From an optimization exercise on the open Yosys and OpenROAD flow, aimed at small area and a short achievable clock period; shortcuts taken in it are not production practice. In this exercise RTL edits were held to simulation tests only and were not proved equivalent to the original. No activity file was given, so power comes from the tool's default toggle rates.

## v27
Design core_pipeline, start of the top module:
module core_pipeline
    #(
      parameter ADDRESS_SIZE = 10,
      parameter DATA_SIZE = 32
     )
    (
    input wire i_clk,
    input wire i_rst_n,
    input wire i_sys_stop,
    input wire i_sys_start,
    input wire signed [DATA_SIZE - 1:0] i_data,
    input wire [15:0] i_instruction,
    output wire o_read,
    output wire o_write,
    output wire [ADDRESS_SIZE - 1:0] o_address,
    output wire signed [DATA_SIZE - 1:0] o_data,
    output wire [ADDRESS_SIZE - 1:0] o_program_counter
    );
Size in the first run: ~2600 cells after synthesis, roughly 110 I/O pins, ~0.024 sq mm of cells after synthesis.
clock: 7.0 ns
lec_check: 0
cap_margin: 20
core_margin: 2
core_utilization: 60
place_density: 0.7
setup_slack_margin: 3.6
slew_margin: 20
synth_hierarchical: 1
tns_end_percent: 0
buffer_ports_args: -buffer_cell sky130_fd_sc_hd__buf_2
standard.sh (not shown) runs the stock make flow with config.mk's settings and CLKGATE_MAP_FILE= SYNTH_SCRIPT=/design/flow/synth_recipe.tcl, a recipe that flattens the netlist after the stock synthesis.
==> flow/flow/run.sh <==
#!/bin/bash
# Layout flow: the standard flow (standard.sh, unchanged synthesis),
# with the port buffers made of buf_2 cells instead of the slow delay-cell
# buffers (clkdlybuf4s50) the flow otherwise picks.
set -euo pipefail
echo 'export BUFFER_PORTS_ARGS = -buffer_cell sky130_fd_sc_hd__buf_2' >> config.mk
bash standard.sh > standard_flow.log 2>&1
v27: no failed stages, no open violations at the end
Relative to v27, the following input files were edited for v4:
diff --git a/flow/config.mk b/flow/config.mk
--- a/flow/config.mk
+++ b/flow/config.mk
@@ -9,4 +9,4 @@
 export CORE_MARGIN = 2
-export CORE_UTILIZATION = 60
-export PLACE_DENSITY = 0.7
+export CORE_UTILIZATION = 50
+export PLACE_DENSITY = 0.6
 export SETUP_SLACK_MARGIN = 3.6
==> run summary <==
When the final numbers for v27 and v4 were put side by side, the non-clock buffer count turned out to be greater in v27. Area growth from synthesis to layout sits lower in v4 than in v27. Register-to-register slack was higher in v4 than in v27. Compared with v27, in v4 routed metal-1 wire length picked up an extra 7.0%; overall fraction of global-route tracks in use now smaller. Changes observed in v4 relative to v27: area inside the core boundary now sits higher, DRC violation total after the first TritonRoute iteration has decreased, first-pass GRT wire length held steady. Compared with v27, in v4 fraction of final layout cells sized beyond drive strength 1 -0.91 points; number of buffers inserted by post-CTS setup repair went down.
Input changes introduced in v55 (baseline for comparison: v4):
diff --git a/flow/flow/run.sh b/flow/flow/run.sh
--- a/flow/flow/run.sh
+++ b/flow/flow/run.sh
@@ -3,3 +3,3 @@
 # with the port buffers made of buf_2 cells instead of the slow delay-cell
-# buffers (clkdlybuf4s50) the flow otherwise picks.
+# buffers the resizer otherwise picks (and cannot resize away).
 set -euo pipefail
diff --git a/flow/config.mk b/flow/config.mk
--- a/flow/config.mk
+++ b/flow/config.mk
@@ -9,4 +9,4 @@
 export CORE_MARGIN = 2
-export CORE_UTILIZATION = 50
-export PLACE_DENSITY = 0.6
+export CORE_UTILIZATION = 55
+export PLACE_DENSITY = 0.65
 export SETUP_SLACK_MARGIN = 3.6
Results
Layout overhead on the synthesized area: v55 > v4
Comparing the two runs side by side, v55 comes out ahead of v4 on clock skew.
Across both runs, cell count was lower for v55 than for v4.
In the metrics for v4 and v55, the one carrying the higher part of the total power dissipated in the clock network is v4.

core_pipeline again, from the RTL that the note above started with.
clock: 7.0 ns
lec_check: 0
cap_margin: 20
core_margin: 2
core_utilization: 45
place_density: 0.55
setup_slack_margin: 3.6
slew_margin: 20
synth_hierarchical: 1
tns_end_percent: 0
buffer_ports_args: -buffer_cell sky130_fd_sc_hd__buf_2
==> flow/flow/run.sh <==
#!/bin/bash
# Layout flow: the standard flow (standard.sh, unchanged synthesis),
# with the port buffers made of buf_2 cells instead of the slow delay-cell
# buffers (clkdlybuf4s50) the flow otherwise picks.
set -euo pipefail
echo 'export BUFFER_PORTS_ARGS = -buffer_cell sky130_fd_sc_hd__buf_2' >> config.mk
bash standard.sh > standard_flow.log 2>&1
The starting point finished clean.
Next try:
Settings changed: CORE_UTILIZATION 45 to 50, PLACE_DENSITY 0.55 to 0.5.
Result: The new run ran to the end with no violations; die area decreases by 9.8%; sequential cell count does not change; non-clock buffer count went up by 21; setup slack improves by 0.13 ns; synthesized area does not change; total power climbs by 0.62%.

port drivers added, routing unchanged:
Ports are ideal in the flow. The routed layouts listed here were re-timed in OpenROAD.
Step 1 (the two cells are an assumption about what drives the block):
set clk [get_ports {i_clk}]
set_driving_cell -lib_cell sky130_fd_sc_hd__clkbuf_16 $clk
set_driving_cell -lib_cell sky130_fd_sc_hd__buf_2 [delete_from_list [all_inputs] $clk]
Step 2 times the ports against the registers' clock, not the clock port: input delays grow and output delays shrink by t, the midpoint of the rising clock arrivals with the driver on.
Slacks: ideal / step 1 / step 2; pairs: ideal / step 1.
run | t, ns | setup WS [ns] | worst register clock-pin slew, ns | pins driven straight from the clock port
v27 | 0.623 | 3.208 / 3.154 / 2.734 | 0.07 / 0.07 | 1
v4 | 0.653 | 3.238 / 3.181 / 2.790 | 0.07 / 0.07 | 1
v55 | 0.639 | 3.165 / 3.143 / 2.721 | 0.07 / 0.07 | 1
the first run of note 2 | 0.645 | 3.110 / 3.110 / 2.703 | 0.06 / 0.06 | 1
the second run of note 2 | 0.624 | 3.244 / 3.220 / 2.847 | 0.07 / 0.07 | 1
After both steps every run listed still meets setup and hold. The setup slack of v27, which loses most, moves by -0.054 ns with the drivers and by -0.474 ns with both steps.
